What follows belongs to an exercise in optimizing a design on an open flow for small area; a production flow would make more cautious choices. Function was checked by simulation only, so behaviour that the tests miss may differ from the original. No activity file was given, so power comes from the tool's default toggle rates.

== build 44 ==
## TRON_game
module TRON_game(CLK, P1_left, P1_right, P2_left, P2_right, H_sync_out, V_sync_out, COLOR_OUT, RST,
	VRAM_ADDR_A, VRAM_WE_A, VRAM_DOUT_A, VRAM_ADDR_B, VRAM_WE_B);
For scale: ~1300 cells after synthesis, about 180 flip-flops, roughly 55 I/O pins, about 11000 sq um of cells after synthesis.
export LEC_CHECK = 0
export CAP_MARGIN = 20
export CORE_MARGIN = 2
export CORE_UTILIZATION = 70
export CTS_BUF_LIST = sky130_fd_sc_hd__clkbuf_8
export CTS_CLUSTER_DIAMETER = 60
export CTS_CLUSTER_SIZE = 20
export PLACE_DENSITY = 0.85
export SLEW_MARGIN = 20
create_clock -name core_clock -period 40.0 [get_ports {CLK}]
standard.sh (not shown) runs the stock make flow with config.mk's settings and CLKGATE_MAP_FILE= SYNTH_SCRIPT=/design/flow/synth_recipe.tcl, a recipe that flattens the netlist after the stock synthesis.
==> flow/flow/run.sh <==
#!/bin/bash
set -euo pipefail
export BUFFER_PORTS_ARGS="-buffer_cell sky130_fd_sc_hd__buf_1"
export CTS_ARGS="-sink_clustering_enable -repair_clock_nets -dont_use_dummy_load -buf_list sky130_fd_sc_hd__clkbuf_8 -sink_clustering_size 30 -sink_clustering_max_diameter 80"
bash standard.sh > standard_flow.log 2>&1
Here is what was changed in the inputs of build 94 compared with build 44.
- a change of CORE_UTILIZATION from 70 to 55
- a change of PLACE_DENSITY from 0.85 to 0.7
==> flow/flow/run.sh <==
#!/bin/bash
set -euo pipefail
export BUFFER_PORTS_ARGS="-buffer_cell sky130_fd_sc_hd__buf_1"
export CTS_ARGS="-sink_clustering_enable -repair_clock_nets -dont_use_dummy_load -buf_list sky130_fd_sc_hd__clkbuf_8 -sink_clustering_size 20 -sink_clustering_max_diameter 60"
bash standard.sh > standard_flow.log 2>&1
## What came out
Between build 94 and build 44, it is build 94 whose global routing usage on met1 is lower, by 8.0 points.
Build 44 and build 94 ended up with roughly the same data-path buffer share of cell area in the final layout.
On clock network power consumption, build 94 tracks build 44 almost exactly.
Looking at final worst-path setup slack across both flows, build 94 is the weaker of the two, with build 44 ahead.
From build 44 to build 94 the numbers moved as follows: relative area change from synthesis to final layout has increased; worst hold slack now smaller.
For build 18, these inputs were changed with respect to build 94:
==> flow/run.sh (new file) <==
#!/bin/bash
# synth_recipe.tcl (not shown) runs the flow's synth.tcl, then flattens the netlist and writes it again
# the make line also repeats each setting of config.mk as NAME=value (left out here)
make -C /OpenROAD-flow-scripts/flow DESIGN_CONFIG=/design/flow/config.mk WORK_HOME=/design/flow/orfs CLKGATE_MAP_FILE= SYNTH_SCRIPT=/design/flow/synth_recipe.tcl finish
removed: flow/flow/run.sh
removed: flow/standard.sh
[summary]
- Build 18 ran to completion and came out clean on the timing, DRC and antenna checks.
- Final critical-path share of the clock period: build 18 vs build 94 up 0.60 points
- Higher sum of met3 wire segment lengths after detailed routing among build 18 and build 94: build 18
- Going from build 94 to build 18, the post-route cell area was found to have gone up by about 4.6%.
- Diff build 94 -> build 18: wire length on met1 increased by 2.2% relative to the old numbers; total clock sinks closely matched the old numbers.
- On placer congestion estimate, the higher figure sits with build 94, not build 18.
- Diff build 94..build 18 | die area | unchanged
- On clock skew: between build 18 and build 94, it ends up lower for build 18.
- The flip-flop and latch count on build 18 is in line with that on build 94.
[inputs] build 2 vs build 18
- PLACE_DENSITY changed from 0.7 to 0.85
- CORE_UTILIZATION changed from 55 to 70
==> flow/flow/run.sh (new file) <==
#!/bin/bash
set -euo pipefail
export BUFFER_PORTS_ARGS="-buffer_cell sky130_fd_sc_hd__buf_1"
export CTS_ARGS="-sink_clustering_enable -repair_clock_nets -dont_use_dummy_load -buf_list sky130_fd_sc_hd__clkbuf_8 -sink_clustering_size 20 -sink_clustering_max_diameter 60"
bash standard.sh > standard_flow.log 2>&1
==> flow/standard.sh (new file) <==
#!/bin/bash
# synth_recipe.tcl (not shown) runs the flow's synth.tcl, then flattens the netlist and writes it again
# the make line also repeats each setting of config.mk as NAME=value (left out here)
make -C /OpenROAD-flow-scripts/flow DESIGN_CONFIG=/design/flow/config.mk WORK_HOME=/design/flow/orfs CLKGATE_MAP_FILE= SYNTH_SCRIPT=/design/flow/synth_recipe.tcl "${@:-finish}"
removed: flow/run.sh
Results
In build 2, the average wire per cell in the routed design came out 0.82 microns above the value in build 18. Taking build 18 as the reference, in build 2 worst path setup slack after routing +310 ps, clock skew higher, power of the clock network dropped about 28%, signed area change from the synthesized netlist to the final layout went down 5.5 points. Build 18 vs build 2, worst-path cell with the longest stage delay: clkdlybuf4s50_1 vs or2_1. Startpoint of the worst setup timing path: RST -> build 2, VRAM_DOUT_A -> build 18.


## north
Another version of the RTL of TRON_game (not shown whole).
Size: ~180 flip-flops, ~0.011 mm2 of cells after synthesis.
clock: 40.0 ns
lec_check: 0
cap_margin: 0
core_margin: 2
core_utilization: 70
cts_buf_list: sky130_fd_sc_hd__clkbuf_8
cts_cluster_diameter: 60
cts_cluster_size: 20
place_density: 0.85
slew_margin: 0
==> flow/flow/run.sh <==
#!/bin/bash
set -euo pipefail
export BUFFER_PORTS_ARGS="-buffer_cell sky130_fd_sc_hd__buf_1"
export CTS_ARGS="-sink_clustering_enable -repair_clock_nets -dont_use_dummy_load -buf_list sky130_fd_sc_hd__clkbuf_8 -sink_clustering_size 20 -sink_clustering_max_diameter 60"
bash standard.sh > standard_flow.log 2>&1
Setup changes, north to south
# north
export LEC_CHECK = 0
export CAP_MARGIN = 0
export CORE_MARGIN = 2
export CORE_UTILIZATION = 70
export CTS_BUF_LIST = sky130_fd_sc_hd__clkbuf_8
export CTS_CLUSTER_DIAMETER = 60
export CTS_CLUSTER_SIZE = 20
export PLACE_DENSITY = 0.85
export SLEW_MARGIN = 0
create_clock -name core_clock -period 40.0 [get_ports {CLK}]
# south
export LEC_CHECK = 0
export CAP_MARGIN = 20
export CORE_MARGIN = 2
export CORE_UTILIZATION = 70
export CTS_BUF_LIST = sky130_fd_sc_hd__clkbuf_8
export CTS_CLUSTER_DIAMETER = 60
export CTS_CLUSTER_SIZE = 20
export PLACE_DENSITY = 0.85
export SLEW_MARGIN = 20
create_clock -name core_clock -period 40.0 [get_ports {CLK}]
--- outcome ---
Total count of hold-check failures in the final report came out exactly the same in south and north. Between south and north, the overall power consumption figures differ only marginally. In terms of reported clock group power, north and south differ only marginally. Diff north -> south: global routing usage on met3 comparable; share of synthesized area spent on multiplexers comparable. Between south and north, the sum of routed wire length over all layers does not differ in any meaningful way. There was hardly any difference in weighted congestion at the end of routability-driven global placement between south and north. On portion of total power attributed to combinational logic, south and north are neck and neck. Comparing south against north, there is no change at all in design area.

## what the ideal ports hide
No port has a modelled driver above. Below, the same layouts with a new extraction and two added sets of constraints. Step 1 (the two cells are an assumption about what drives the block):
set clk [get_ports {CLK}]
set_driving_cell -lib_cell sky130_fd_sc_hd__clkbuf_16 $clk
set_driving_cell -lib_cell sky130_fd_sc_hd__buf_2 [delete_from_list [all_inputs] $clk]
Step 2 times the ports against the registers' clock, not the clock port: input delays grow and output delays shrink by t, the midpoint of the rising clock arrivals with the driver on. Slacks: ideal / step 1 / step 2; pairs: ideal / step 1.
| run | shift t [ns] | slack for setup (ns) | slew at the worst register clock pin (ns) |
|---|---|---|---|
| build 44 | 0.496 | 21.421 / 21.400 / 21.400 | 0.10 / 0.10 |
| build 94 | 0.483 | 21.354 / 21.332 / 21.332 | 0.11 / 0.11 |
| build 18 | 0.496 | 21.116 / 21.087 / 21.087 | 0.12 / 0.12 |
| build 2 | 0.496 | 21.421 / 21.400 / 21.400 | 0.10 / 0.10 |
| north | 0.482 | 21.861 / 21.843 / 21.843 | 0.10 / 0.10 |
| south | 0.482 | 21.861 / 21.843 / 21.843 | 0.10 / 0.10 |
After both steps setup and hold are still met in every run listed. For build 18, which loses most, drivers alone change the setup slack by -0.029 ns; drivers and shift together by -0.029 ns.
